This design comes from an exercise in tuning for small area and a short achievable clock period on the open sky130 flow, not from production work. Only simulation tests tie the RTL to the original design; equivalence was not proved. No activity file was given, so power comes from the tool's default toggle rates.

===== flow/run.sh =====
#!/bin/bash
# synth_recipe.tcl (not shown) runs the flow's synth.tcl, then flattens the netlist and writes it again
# the make line also repeats each setting of config.mk as NAME=value (left out here)
make -C /OpenROAD-flow-scripts/flow DESIGN_CONFIG=/design/flow/config.mk WORK_HOME=/design/flow/orfs CLKGATE_MAP_FILE= SYNTH_SCRIPT=/design/flow/synth_recipe.tcl finish

===== flow/config.mk =====
export PLATFORM = sky130hd
export DESIGN_NAME = sync_fifo
export DESIGN_NICKNAME = sync_fifo
export VERILOG_FILES = /design/flow/design.v
export SDC_FILE = /design/flow/constraint.sdc
export NUM_CORES = 4
export LEC_CHECK = 0
export CAP_MARGIN = 20
export CORE_MARGIN = 2
export CORE_UTILIZATION = 40
export SETUP_SLACK_MARGIN = 1.8
export SLEW_MARGIN = 20

===== flow/constraint.sdc =====
create_clock -name core_clock -period 4.0 [get_ports {clk}]
set_input_delay 0.8000 -clock core_clock [delete_from_list [all_inputs] [get_ports {clk}]]
set_output_delay 0.8000 -clock core_clock [all_outputs]
set_load 0.01 [all_outputs]

===== flow/design.v =====
module fifo_mem #(
    parameter int DWIDTH = 32,
    parameter int NROWS  = 31
) (   
    input  wire              clk,
    input  wire [NROWS-1:0]  wsel, rsel,
    input  wire              xsel,
    input  wire [DWIDTH-1:0] wdata, xdata,
    output wire [DWIDTH-1:0] rdata
);  
    reg [DWIDTH-1:0] mem[NROWS];
    genvar i;
    generate
        for (i = 0; i < NROWS; i = i + 1) begin : g_row
            always @(posedge clk) begin
                if (wsel[i]) mem[i] <= wdata;
            end
        end
    endgenerate
    reg [DWIDTH-1:0] rd;
    always @(*) begin
        rd = xdata & {DWIDTH{xsel}};
        for (int k = 0; k < NROWS; k = k + 1) rd = rd | (mem[k] & {DWIDTH{rsel[k]}});
    end
    assign rdata = rd;
endmodule
module sync_fifo #(
    parameter DWIDTH = 32,
    parameter AWIDTH = 5
) (
    input  wire              clk, rstn,
    input  wire              wren, rden,
    input  wire [DWIDTH-1:0] din,
    output wire [DWIDTH-1:0] dout,
    output wire              full,
    output wire              empty
);   
    localparam DEPTH = 1 << AWIDTH;
    localparam NROWS = DEPTH - 1;
    localparam JW = DEPTH / 2;
    reg [AWIDTH:0]   cnt;         
    reg              empty_q;     
    reg              one_q;       
    reg              full_q;      
    reg [AWIDTH-1:0] wptr;        
    reg [JW-1:0]     rptr;        
    reg [DWIDTH-1:0] head;        
    assign empty = empty_q;
    assign full  = full_q;
    assign dout  = head;
    wire do_wr = wren & ~full_q;
    wire do_rd = rden & ~empty_q;
    wire load_din = empty_q | (one_q & rden);
    wire load_buf = rden & ~empty_q & ~one_q;
    wire hold = ~load_din & ~load_buf;
    wire wr_buf = do_wr & ~load_din;
    function automatic [AWIDTH-1:0] lfsr_next(input [AWIDTH-1:0] p);
        lfsr_next = {p[AWIDTH-2:0], p[4] ^ p[2]};
    endfunction
    function automatic [JW-1:0] john_next(input [JW-1:0] p);
        john_next = {p[JW-2:0], ~(p[JW-1] & p[JW-2])};
    endfunction
    reg [NROWS-1:0] wsel, rsel_st, rsel;
    always @(*) begin
        reg [AWIDTH-1:0] ws;
        ws = 1;
        for (int k = 0; k < NROWS; k = k + 1) begin
            wsel[k] = ~full_q & (wptr == ws);
            ws = lfsr_next(ws);
        end
        for (int k = 0; k < NROWS; k = k + 1) begin
            if (k == 0)
                rsel_st[k] = rptr[0] & ~rptr[1];
            else if (k < JW - 1)
                rsel_st[k] = rptr[k] & ~rptr[k+1];
            else if (k == JW - 1)
                rsel_st[k] = rptr[JW-1] & rptr[0];
            else
                rsel_st[k] = ~rptr[k-JW] & rptr[k-JW+1];
            rsel[k] = rsel_st[k] & load_buf;
        end
    end
    wire [DWIDTH-1:0] buf_rdata;
    fifo_mem #(
        .DWIDTH(DWIDTH),
        .NROWS (NROWS)
    ) u_fifomem (
        .clk  (clk),
        .wsel (wsel),
        .rsel (rsel),
        .xsel (hold),
        .wdata(din),
        .xdata(head),
        .rdata(buf_rdata)
    );
    always @(posedge clk) begin
        head <= load_din ? din : buf_rdata;
    end
    wire inc = do_wr & ~do_rd;
    wire dec = do_rd & ~do_wr;
    wire [AWIDTH:0] cnt_up = cnt + 1'b1;
    wire [AWIDTH:0] cnt_dn = cnt - 1'b1;
    always @(posedge clk or negedge rstn) begin
        if (~rstn) begin
            cnt     <= 0;
            empty_q <= 1'b1;
            one_q   <= 1'b0;
            full_q  <= 1'b0;
            wptr    <= 1;
            rptr    <= 1;
        end else begin
            if (inc) begin
                cnt     <= cnt_up;
                empty_q <= 1'b0;
                one_q   <= empty_q;
                full_q  <= cnt == DEPTH - 1;
            end else if (dec) begin
                cnt     <= cnt_dn;
                empty_q <= one_q;
                one_q   <= cnt == 2;
                full_q  <= 1'b0;
            end
            if (wr_buf) wptr <= lfsr_next(wptr);
            if (load_buf) rptr <= john_next(rptr);
        end
    end
endmodule

==> results.txt <==
==> flip-flops by register name (all words and copies together) (netlist names) <==
register       flops
one_q              1
empty_q            1
cnt                6
rptr              16
head              32
u_fifomem.mem    992
full_q             1
wptr               5
==> repair_timing <==
item	CTS	global route
resized for setup	397	116
hold endpoints to repair	0	0
gates cloned	13	5
setup endpoints to repair	960	256
pin swaps	108	103
hold buffers	0	0
buffers inserted	161	37
==> Yosys cell counts (all sizes together) (10+ instances only) <==
| library cell | number |
|---|---|
| a2111oi | 127 |
| a21o | 17 |
| a21oi | 16 |
| a221oi | 28 |
| a22oi | 189 |
| and2 | 19 |
| and3 | 323 |
| and3b | 45 |
| buf | 25 |
| clkbuf | 137 |
| dfrtp | 27 |
| dfxtp | 32 |
| edfxtp | 992 |
| nand2 | 50 |
| nand3 | 21 |
| nand4 | 70 |
| nand4b | 10 |
| nor2 | 47 |
| nor2b | 33 |
| nor3b | 25 |
| nor4b | 10 |
| o21ai | 16 |
| o32a | 31 |
==> layer usage <==
layer	up-vias	share of wire, %
met5	-	0.056
met2	2832	44
met1	14500	34
li1	10600	-
met4	14	7.5
met3	684	15
==> power by group <==
group | leakage, nW | total, W | switching [W] | internal, W
clock | 1.66 | 0.00995 | 0.00422 | 0.00573
combinational | 7.07 | 0.0114 | 0.00717 | 0.00424
sequential | 9.58 | 0.0141 | 0.000847 | 0.0133
==> cell type report <==
type	instances	area [um2]
repair buffers	445	4860
inverters	5	28.8
flip-flops and latches	1054	31200
multi-input cells	1144	11100
clock buffers	128	2730
fillers	7590	46300
well taps	1287	1610
clock inverters	62	679
diodes	22	55.1
==> metrics by stage <==
step           std cells  cell area, um2
5_1_grt             4128           52200
3_5_place_dp        3719           44500
2_1_floorplan       2361           41400
3_3_place_gp        3718           44400
4_1_cts             4083           51200
6_report            4147           52200
==> worst max path at each step <==
stage / from / cells past startpoint / to
2_1_floorplan: rden / 13 / cnt[5]
3_3_place_gp: rden / 7 / head[14]
3_5_place_dp: rden / 8 / head[8]
4_1_cts: empty_q / 8 / head[12]
5_1_grt: empty_q / 10 / head[6]
6_report: one_q / 7 / head[17]
==> worst register-to-register path, delay by kind of cell, from the launching register on <==
family	cells	cell delay (ps)
and+or+nand+nor	1	340
DFF	1	570
buffers and inverters	2	420
AOI/OAI and AO/OA	4	1310
==> cell families (layout without fill, tap and decap cells) <==
logic type / Yosys count / after routing / synth area share (%)
AOI/OAI and AO/OA: 447 / 447 / 8.99
xor gates and xnor gates: 5 / 5 / 0.110
adders and majority gates: 6 / 6 / 0.207
buffers and inverters: 167 / 640 / 1.70
DFF: 1054 / 1054 / 78.2
muxes: 5 / 5 / 0.141
other: 0 / 22 / 0
and+or+nand+nor: 677 / 681 / 10.6
==> results.py <==
metrics = {
    "hold_path": {
        "worstHoldPathType": "flop to flop",
        "min_to": "cnt[5]",
        "hold_depth": 1,
        "worst_hold_startpoint": "cnt[5]",
    },
    "timing": {
        "slew_violations": 0,
        "grt_setup_unrepaired": "true",
        "fin_crit_ps": 2770,
        "hold_ws_ps": 475,
        "fin_setup_tns_ps": 0,
        "finalHoldViolCount": 0,
        "fin_crit_sh_pct": 69.3,
        "setup_viol": 0,
        "fin_skew_ps": 43.8,
        "clock.fmax_ghz": 0.361,
        "worst_pin_slew_ps": 1160,
        "setup_ws_ps": 1230,
        "slew_headroom_pct": 22.5,
    },
    "placement": {
        "dp_hpwl_um": 88400,
        "gp_congestion": 0.887,
        "pre_cts_ws_ps": 177,
        "port-buffer-count": 69,
    },
    "floorplanning": {
        "ios": 70,
        "start_util_pct": 40.4,
        "die_area_mm2": 0.102,
        "die_y_um": 320,
        "die_w_um": 320,
        "fp-row-count": 115,
        "core_area_mm2": 0.0986,
    },
    "setup_path": {
        "cp-end-kind": "flop",
        "rr_worst_depth": 7,
        "cp_common_cell": "a21o_1",
        "critPathBufInv": 2,
        "slowest_delay_ps": 570,
        "cp.required_ps": 4550,
        "startpoint_type": "flop",
        "cp.arrival_ps": 3320,
        "r2r-start": "one_q",
        "critPathKind": "flop to flop",
        "critPathTopFamily": "compound AO/OA/AOI/OAI gates",
        "cp_slowest_cell": "dfrtp_4",
        "timing.rr.end": "head[17]",
        "crit_fanout": 29,
        "reg2reg_slack_ps": 1230,
        "crit_chain": "buf_4, a21o_1, buf_12, a21o_1, a2111oi_4, nand4_1, o32a_1",
    },
    "logic_synthesis": {
        "syn_area_per_cell_um2": 16.9,
        "syn_inst": 2361,
        "synth_area_leader_cell": "edfxtp_1",
        "synth_ff_type": "edfxtp_1",
        "yosys_warnings": 3,
        "ys_seq_elements": 1054,
        "synth_nets": 2403,
        "synth_cell_types": 61,
        "async_flop_share_pct": 2.85,
        "yosys-top-cells-area": "edfxtp_1 75%, and3_1 5.1%, a22oi_1 3.6%, a2111oi_0 2.8%, dfrtp_1 1.7%",
        "post-synth-top-area-fraction_pct": 74.7,
        "synth_area_mm2": 0.0399,
        "synth-seq-area-share_pct": 78.2,
        "synth-edff-count": 992,
    },
    "global_route": {
        "grt_util_met2_pct": 48.1,
        "track_usage_pct": 32.2,
        "met3_usage_pct": 9.10,
        "grt_pass1_vias": 27100,
        "met1_usage_pct": 41.6,
        "grt_first_pass_wirelength_um": 225000,
        "antenna_found_initial": 19,
        "grt_start_max_net_pins": 33,
        "overflow": 0,
        "globalRoute.busiestLayer": "met2",
    },
    "drt": {
        "initialDrtViolationCount": 5073,
        "wl_um": 170000,
        "ant_nets": 0,
        "vias": 28700,
        "wl_per_cell_um": 41.0,
        "drc": 0,
        "via_per_inst": 6.91,
        "drt_pre_antenna_iters": 6,
    },
    "cts": {
        "path_clk_slew_ps": 60,
        "clockRootBuffer": "clkbuf_16",
        "ctsLongestPathBuffers": 3,
        "cts_made_buffers": 100,
        "clock-sinks": 1054,
        "clk_latency_ps": 700,
        "cts_tree": "done",
        "htreeDepth": 3,
    },
    "finish": {
        "num-nets-final": 2792,
        "mostFrequentLayoutCells": "992 x edfxtp_1, 279 x and3_1, 210 x buf_4",
        "drive_above_1_share_pct": 32.0,
        "syn_to_final_growth_pct": 31.1,
        "mostFrequentLayoutCell": "edfxtp_1",
        "fin_util_pct": 53.0,
    },
    "power_and_ir_drop": {
        "p_per_area_mw_per_mm2": 680,
        "p_leak_nw": 18.3,
        "finalPower_w": 0.0355,
        "vdd_ir_drop_max_v": 0.000452,
    },
    "run_status": {
        "outcome": "finished clean",
    },
    "run": {
        "maxCapViolations": 0,
    },
}

-- static timing again, ports no longer ideal --
How much do the figures lean on ideal ports? The routed layout below was timed once more, with nothing changed but the port constraints. Step 1 (the two cells are an assumption about what drives the block):
set clk [get_ports {clk}]
set_driving_cell -lib_cell sky130_fd_sc_hd__clkbuf_16 $clk
set_driving_cell -lib_cell sky130_fd_sc_hd__buf_2 [delete_from_list [all_inputs] $clk]
Step 2 times the ports against the registers' clock, not the clock port: input delays grow and output delays shrink by t, the midpoint of the rising clock arrivals with the driver on. Three values: no drivers, after step 1, after step 2; two values: the first two.
shift t [ns]: 0.740
setup slack, ns: 1.229 / 1.229 / 0.639
worst data-port slew with drivers (ns): 0.09
pins driven straight from the clock port: 1
After both steps setup and hold are still met in this run. The setup slack of this run moves by 0.000 ns with the drivers and by -0.590 ns with both steps.
